This is an optimization exercise on Yosys and OpenROAD, whose aim is small area, not a production implementation. Only simulation tests tie the RTL to the original design; equivalence was not proved. No driver is modelled on the clock port, so clocking that relies on it looks cheaper here than on a real chip. Power and IR drop assume default switching activity.

## flow/design.v (module list and top-level ports; edited modules follow where they fit)
// module SERDESDECODE_1: 24 lines
// module LYCALOBLOCK: 1079 lines
// module LYFA: 4 lines
// module LYHA: 4 lines
// module LYHO: 4 lines
// module LYAOI3: 3 lines
module LYCALOBLOCK(
    input CLK,
    input [1023:0] DATA,
    input signed [31:0] LYCALOTHR,
    input [255:0] LYCALOMASK,
    output reg LYCALOTRG,
    output reg LYCALOORTRG,
    output reg signed [(25+4)-1:0] LYCALOQSUM
    );
  // ...
==> flow/flow/run.sh <==
#!/bin/bash
# Standard ORFS layout, with single-strength port buffers, pins one track apart
# (the clock pin alone in the middle of the left edge), a clock tree without
# dummy loads, and clock buffers downsized where the clock slew allows.
set -o pipefail
bash standard.sh \
  "BUFFER_PORTS_ARGS=-buffer_cell sky130_fd_sc_hd__buf_1" \
  "PRE_IO_PLACEMENT_TCL=$PWD/flow/pre_io.tcl" \
  "PLACE_PINS_ARGS=-min_distance 1 -min_distance_in_tracks -exclude left:96.5-108.5" \
  "CTS_ARGS=-sink_clustering_enable -repair_clock_nets -dont_use_dummy_load -buf_list sky130_fd_sc_hd__clkbuf_8" \
  "POST_CTS_TCL=$PWD/flow/post_cts.tcl" \
  finish > standard.log 2>&1
==> flow/flow/post_cts.tcl <==
# Downsize clock buffers whose flip-flops keep a clock slew below 110 ps with
# the smaller buffer.
proc lyc_worst_sink_slew {inst} {
  set worst 0
  set out [get_nets -of_objects [get_pins -of_objects $inst -filter "direction==output"]]
  foreach p [get_pins -of_objects $out -filter "direction==input"] {
    set s [get_property $p slew_max]
    if {$s > $worst} { set worst $s }
  }
  return $worst
}
estimate_parasitics -placement
set lyc_n 0
foreach inst [get_cells -filter "ref_name == sky130_fd_sc_hd__clkbuf_8"] {
  replace_cell $inst sky130_fd_sc_hd__clkbuf_4
  estimate_parasitics -placement
  if {[lyc_worst_sink_slew $inst] > 0.110} {
    replace_cell $inst sky130_fd_sc_hd__clkbuf_8
    estimate_parasitics -placement
  } else {
    incr lyc_n
  }
}
puts "post_cts: downsized $lyc_n clock buffers"
detailed_placement
check_placement -verbose
estimate_parasitics -placement
==> flow/flow/pre_io.tcl <==
# Put the clock pin in the middle of the left edge; the other pins keep clear of it.
place_pin -pin_name CLK -layer met3 -location {0 102.5} -pin_size {0.8 0.3} -force_to_die_boundary
==> flow/standard.sh <==
#!/bin/bash
# synth_recipe.tcl (not shown) runs the flow's synth.tcl, then flattens the netlist and writes it again
# the make line also repeats each setting of config.mk as NAME=value (left out here)
make -C /OpenROAD-flow-scripts/flow DESIGN_CONFIG=/design/flow/config.mk WORK_HOME=/design/flow/orfs CLKGATE_MAP_FILE= SYNTH_SCRIPT=/design/flow/synth_recipe.tcl "${@:-finish}"
==> flow/config.mk <==
export PLATFORM = sky130hd
export DESIGN_NAME = LYCALOBLOCK
export DESIGN_NICKNAME = LYCALOBLOCK
export VERILOG_FILES = /design/flow/design.v
export SDC_FILE = /design/flow/constraint.sdc
export NUM_CORES = 4
export LEC_CHECK = 0
export CAP_MARGIN = 20
export CORE_AREA = 2 2 203 203
export DIE_AREA = 0 0 205 205
export SLEW_MARGIN = 20
export SYNTH_HIERARCHICAL = 1
export SYNTH_MINIMUM_KEEP_SIZE = 0
==> flow/constraint.sdc <==
create_clock -name core_clock -period 4.5 [get_ports {CLK}]
set_input_delay 0.9000 -clock core_clock [delete_from_list [all_inputs] [get_ports {CLK}]]
set_output_delay 0.9000 -clock core_clock [all_outputs]
set_load 0.01 [all_outputs]
==> results.txt, run 1 <==
- # port buffers: slightly below 1k
- Mapped Area: about 12000 µm²
- I/O pin cnt: 1343
- Inst Count DP: about 2.2k
- Synth top area cells: fa_1, dfxtp_1, a222oi_1, ha_1, nand4_1
- Largest family of logic cells by synthesized area: adder cells
- Number of synthesized register bits: approximately 150
- Met1 Use GR: 0.358
- Mux contribution to synthesized area: 0
- Failed at: global routing (5_1_grt)
- Status: stopped before the end
- Synth area leader: fa_1
- Synth Warn #: 7
- Largest net degree at the start of global routing: 17
- Synth Area in Compound Gates: 0.0900
- Grt total ovfl: 3
- Post-synthesis sequential area ratio: 0.237
- Final GP Congestion: ~1.1
- Vias in the first global route: ~14k
- Top post-synthesis cells by count: fa_1, dfxtp_1, a222oi_1, inv_1, ha_1
- Die W: approximately 210 µm
- Syn Area/Cell: between 15 and 20 µm²
- Synth Area in XOR/XNOR: 0.000716
- Detail Placement HPWL: a little over 80000 µm
- Error: [ERROR GRT-0116] Global routing finished with congestion. Check the congestion regions in the DRC Viewer.
- Synth Area in Adders: 0.634
- Die Ht: roughly 200 µm
- Pre-CTS WS: ~110 ps
- Synth Area in Simple Gates: 0.0285
- Grt met3 use: 0.225
- Top cell type's share of synthesized area: 0.606
- Global-route wire length before repair: 111000 µm
- Synthesized Nets: 2449
- Post-synth ARST share: 0
- Distinct cells, synth: 31
- Synth Instances: 745
==> inputs of run 2 (changes only) <==
--- a/flow/design.v
+++ b/flow/design.v
@@ -939,22 +939,23 @@
   wire [85:0] ORN;
   generate
     for (g = 0; g < 85; g = g + 1) begin : aoi
       LYAOI3 u (.a1(DISCR[3*g]), .a2(LYCALOMASK[3*g]), .b1(DISCR[3*g+1]), .b2(LYCALOMASK[3*g+1]),
                 .c1(DISCR[3*g+2]), .c2(LYCALOMASK[3*g+2]), .y(ORN[g]));
     end
   endgenerate
   assign ORN[85] = ~(DISCR[255] & LYCALOMASK[255]);
-  wire [31:0] CA = {~LYCALOQSUM[28], {3{LYCALOQSUM[28]}}, LYCALOQSUM[27:0]};
-  wire [31:0] CB = ~{~LYCALOTHR[31], LYCALOTHR[30:0]};
-  wire [32:0] CC;
+  wire THRIN = (LYCALOTHR[31:28] == 4'b0000) | (LYCALOTHR[31:28] == 4'b1111);
+  wire [28:0] CA = {~LYCALOQSUM[28], LYCALOQSUM[27:0]};
+  wire [28:0] CB = ~{~LYCALOTHR[28], LYCALOTHR[27:0]};
+  wire [29:0] CC;
   assign CC[0] = 1'b0;
   generate
-    for (g = 0; g < 32; g = g + 1) begin : cmp
+    for (g = 0; g < 29; g = g + 1) begin : cmp
       assign CC[g+1] = (CA[g] & CB[g]) | (CA[g] & CC[g]) | (CB[g] & CC[g]);
     end
   endgenerate
   always @(posedge CLK) begin
     r1_0_0 <= s695;
     r1_1_0 <= s697;
     r1_2_0 <= s699;
     r1_3_0 <= c700;
@@ -1092,17 +1093,17 @@
     LYCALOQSUM[21] <= r3_21_0;
     LYCALOQSUM[22] <= r3_22_0;
     LYCALOQSUM[23] <= r3_23_0;
     LYCALOQSUM[24] <= s775;
     LYCALOQSUM[25] <= s777;
     LYCALOQSUM[26] <= s779;
     LYCALOQSUM[27] <= s781;
     LYCALOQSUM[28] <= ~x783;
-    LYCALOTRG <= CC[32];
+    LYCALOTRG <= THRIN ? CC[29] : LYCALOTHR[31];
     LYCALOORTRG <= ~&ORN;
   end
 endmodule
 module LYFA(input a, input b, input c, output s, output co);
   assign s = a ^ b ^ c;
   assign co = (a & b) | (a & c) | (b & c);
 endmodule
 module LYHA(input a, input b, output s, output co);
==> flow/flow/run.sh (replaced) <==
#!/bin/bash
# Standard ORFS layout with:
#  - single-strength (buf_1) port buffers,
#  - pins one routing track apart, the clock pin alone in the middle of the
#    left edge,
#  - a clock tree without dummy loads, with clock buffers downsized after CTS
#    where the flip-flops' clock slew stays below 110 ps.
# The die is square; if the layout fails (routing congestion), it is retried
# on a larger die.  Each attempt's ORFS folder and log are kept.
set -o pipefail
for d in 220 240 260; do
  lo=$(awk -v d=$d 'BEGIN{print d/2-6}'); hi=$(awk -v d=$d 'BEGIN{print d/2+6}')
  bash standard.sh \
    "DIE_AREA=0 0 $d $d" "CORE_AREA=2 2 $((d-2)) $((d-2))" \
    "BUFFER_PORTS_ARGS=-buffer_cell sky130_fd_sc_hd__buf_1" \
    "PRE_IO_PLACEMENT_TCL=$PWD/flow/pre_io.tcl" \
    "PLACE_PINS_ARGS=-min_distance 1 -min_distance_in_tracks -exclude left:$lo-$hi" \
    "CTS_ARGS=-sink_clustering_enable -repair_clock_nets -dont_use_dummy_load -buf_list sky130_fd_sc_hd__clkbuf_8" \
    "POST_CTS_TCL=$PWD/flow/post_cts.tcl" \
    finish > standard_$d.log 2>&1 && [[ -f out/final.def ]] &&
    ! grep -q 'violation type' orfs/reports/sky130hd/LYCALOBLOCK/base/5_route_drc.rpt 2>/dev/null && exit 0
  mv orfs orfs_failed_$d
  rm -f out/final.def
done
exit 1
==> flow/flow/post_cts.tcl (replaced) <==
# Downsize clock buffers: each one takes the smallest of clkbuf_2/clkbuf_4
# that keeps the clock slew at the pins it drives below 110 ps.
proc lyc_worst_sink_slew {inst} {
  set worst 0
  set out [get_nets -of_objects [get_pins -of_objects $inst -filter "direction==output"]]
  foreach p [get_pins -of_objects $out -filter "direction==input"] {
    set s [get_property $p slew_max]
    if {$s > $worst} { set worst $s }
  }
  return $worst
}
estimate_parasitics -placement
set lyc_n 0
foreach inst [get_cells -filter "ref_name == sky130_fd_sc_hd__clkbuf_8"] {
  foreach small {sky130_fd_sc_hd__clkbuf_2 sky130_fd_sc_hd__clkbuf_4} {
    replace_cell $inst $small
    estimate_parasitics -placement
    if {[lyc_worst_sink_slew $inst] <= 0.110} { incr lyc_n; break }
    replace_cell $inst sky130_fd_sc_hd__clkbuf_8
    estimate_parasitics -placement
  }
}
puts "post_cts: downsized $lyc_n clock buffers"
detailed_placement
check_placement -verbose
estimate_parasitics -placement
==> flow/flow/pre_io.tcl (replaced) <==
# Put the clock pin in the middle of the left edge; place_pins keeps the other
# pins clear of it (PLACE_PINS_ARGS excludes that stretch of the edge).
set lyc_die [[ord::get_db_block] getDieArea]
set lyc_ymid [expr {([$lyc_die yMin] + [$lyc_die yMax]) / 2000.0}]
place_pin -pin_name CLK -layer met3 -location [list 0 $lyc_ymid] -pin_size {0.8 0.3} -force_to_die_boundary
==> flow/config.mk (replaced) <==
export PLATFORM = sky130hd
export DESIGN_NAME = LYCALOBLOCK
export DESIGN_NICKNAME = LYCALOBLOCK
export VERILOG_FILES = /design/flow/design.v
export SDC_FILE = /design/flow/constraint.sdc
export NUM_CORES = 4
export LEC_CHECK = 0
export CAP_MARGIN = 20
export CORE_AREA = 2 2 218 218
export DIE_AREA = 0 0 220 220
export SLEW_MARGIN = 20
export SYNTH_HIERARCHICAL = 1
export SYNTH_MINIMUM_KEEP_SIZE = 0
==> results.txt, run 2 <==
- Distinct cells, synth: 35 (+13%)
- Top post-synthesis cells by count: fa_1, dfxtp_1, a222oi_1, inv_1
- Rel. slew slack: 0.402
- Max reg flops: 29
- Tot GR Track Use: 0.295
- Post-synth ARST share: 0 (unchanged)
- Max Freq: 0.246 GHz
- Die W: 240 µm (+17%)
- Die area: roughly 58000 µm²
- Routed met2 length: 35800 µm
- Drc violations: 0
- Final clock period utilization by the worst path: 0.903
- Area Overhead vs Synth: 40.3%
- Worst Clk Skew: about 31 ps
- # port buffers: 975 (unchanged)
- Mapped Area: 12200 µm² (-0.31%)
- Cell Rows: 86
- DR vias/cell: roughly 4.7
- Synthesized Nets: 2450 (+0.041%)
- Max-cap violations: 0
- Synth area leader: fa_1
- Total power: just over 8000 µW
- Die Ht: 240 µm (+17%)
- Commonest non-fill, non-tap cell in the layout: buf_1
- Detail Placement HPWL: 83300 µm (+0.87%)
- WL per Instance: approximately 34 µm
- Final GP Congestion: 1.10 (-0.81%)
- Largest net degree at the start of global routing: 17
- Synth Instances: 746 (+0.13%)
- Worst path max stage delay: 540 ps
- Min Tclk post-route: about 4000 ps
- Worst setup SP type: primary input
- Pre-CTS WS: -18.5 ps (-131 ps)
- Initial DRC count: 1490
- Synth top area cells: fa_1, dfxtp_1, a222oi_1, ha_1, nand4_1
- Hold Crit Class: flop to flop
- Share of cells above drive strength 1: 0.0132
- Fin nets: about 3.4k
- Max Slew Vio Count: 0
- Post-synthesis sequential area ratio: 0.238 (+0.000731)
- CTS tree: yes
- Initial Util: 0.221
- Highest metal used: met5
- Hold_ws: 330 ps
- Syn Area/Cell: 16.3 µm² (-0.44%)
- Biggest register: LYCALOQSUM
- Inst Count DP: 2470 (+9.9%)
- Pin slew with the least headroom to its limit: 897 ps
- Total wire length: around 87000 µm
- Fillers: approximately 5.9k
- Worst Setup Path Type: primary input to flop
- Synth Warn #: 7 (unchanged)
- Setup violations, final: 0
- Routed vias: around 12k
- CTS clk-pin slew, worst paths: around 100 ps
- Power density over the cells: around 480 nW/µm²
- Hold Vio Cnt, Final: 0
- Final std cells w/o fill: ~2.5k
- Top cell type's share of synthesized area: 0.608 (+0.00187)
- Pint: approximately 4700 µW
- Sw Pwr: 3550 µW
- Comb pwr share: 0.623
- Global-route wire length before repair: 111000 µm
- PnR worst setup slack: around 430 ps
- Status: no timing/DRC/antenna violations
- EDFF count, synth: 0
- Grt total ovfl: 0
- Clk latency of the worst-skew pair: 420 ps
- Worst Path Arrival: about 4400 ps
- Commonest non-fill, non-tap cells in the layout: buf_1, fa_1, dfxtp_1
- Clk pwr share: 0.073
- I/O pin cnt: 1343 (unchanged)
- Cell mode on critical path: fa_1
- Number of synthesized register bits: 145 (unchanged)
- DRT antenna net count: 0
- Vias in the first global route: around 13k
- Total core area: ~55000 µm²
- Clk sinks: 145
- Flop pwr share: 0.303
- Slowest stage cell, crit path: fa_1
- VDD IR max: 0.000186 V
- Total leakage power: 0.00586 µW
- CP required: ~4800 ps
- Critical Path, Cell by Cell: buf_1 > fa_1 > fa_1 > fa_1 > fa_1 > fa_1 > fa_1 > inv_1 > fa_1
- Met1 WL: ~33000 µm
- Crit end category: flop
- Metal3 WL: around 13000 µm
- Initial antenna violation count: 97
- RSZ-0062 raised after global routing: no
- DRT Pass-1 Iters: 9
- Synth Flop Type: dfxtp_1
- Crit-path max FO: 1
- Top-count cell post-synth: fa_1
- Switch share: 0.428
==> run 2: power by group through the flow <==
stage / combinational [µW] / sequential, µW / clock, µW
3_5_place_dp: 5280 / 2560 / 0
2_1_floorplan: 3010 / 2470 / 0
5_1_grt: 6000 / 2600 / 693
6_report: 5170 / 2510 / 609
3_3_place_gp: 5230 / 2540 / 0
==> run 2: worst max-delay path: cells and delay by family <==
kind                     cells  cell delay (ps)
adder cells (fa/ha/maj)      7             3230
buffers and inverters        2              220
==> run 2: modules after synthesis, one instance, submodules excluded <==
module       cells inside  copies in the design  flip-flops and latches
LYFA                    1                   370                       0
LYCALOBLOCK           270                     1                     145
LYAOI3                  1                    85                       0
LYHA                    1                    21                       0
==> run 2: final timing paths <==
path / start / to / slack (ps) / depth (start not counted)
max: DATA[466] / r1_24_1 / 430 / 9
max reg2reg: r1_12_0 / r2_20_0 / 680 / 9
min reg2reg: r2_27_0 / r3_27_0 / 330 / 0
min: r2_27_0 / r3_27_0 / 330 / 0
==> run 2: logic make-up after synthesis <==
logic type,share of synthesized area
AND/OR/NAND/NOR,0.0297
buffers and inverters,0.00924
XOR/XNOR,0.000719
AO/OA/AOI/OAI,0.0878
adder cells (fa/ha/maj),0.634
flip-flops,0.238
==> run 2: cell type report <==
class,instances,area [µm²],share of cell area
diodes,59,148,0.00864
well taps,748,936,0.0547
flip-flops and latches,145,2900,0.170
inverters,30,113,0.00659
repair buffers,976,3670,0.214
multi-input cells,571,9170,0.536
clock buffers,17,159,0.00929
==> run 2: per-layer routing <==
layer  track usage  up-vias
li1              -     4771
met1         0.344     5813
met2         0.430     1156
met3         0.153      261
met4         0.161       46
met5        0.0450        -
==> run 2: through the flow <==
step | TNS [ps] | area [µm²] | utilization
floorplan | 0 | 12200 | -
global placement | 0 | 16800 | 0.305
detailed placement | -18.5 | 16800 | 0.305
global route | 0 | 17000 | 0.309
finish | 0 | 17100 | 0.310

## port drivers added, routing unchanged
Ports are ideal in the flow. The routed layout listed here was re-timed in OpenROAD.
Step 1 assumes that a clkbuf_16 drives the clock port and a buf_2 every other input.
Step 2 also shifts input and output timing later by t, the mid clock arrival at the registers, as if the neighbouring blocks saw the same clock.
Three values: no drivers, after step 1, after step 2; two values: the first two.
run: run 2
t (ns): 0.448
setup WS [ns]: 0.435 / 0.459 / 0.011
worst setup path at the end: input to register
latest minus earliest clock arrival (ns): 0.031 / 0.031
After both steps setup and hold are still met in run 2. For run 2, drivers alone change the setup slack by +0.024 ns; drivers and shift together by -0.424 ns.
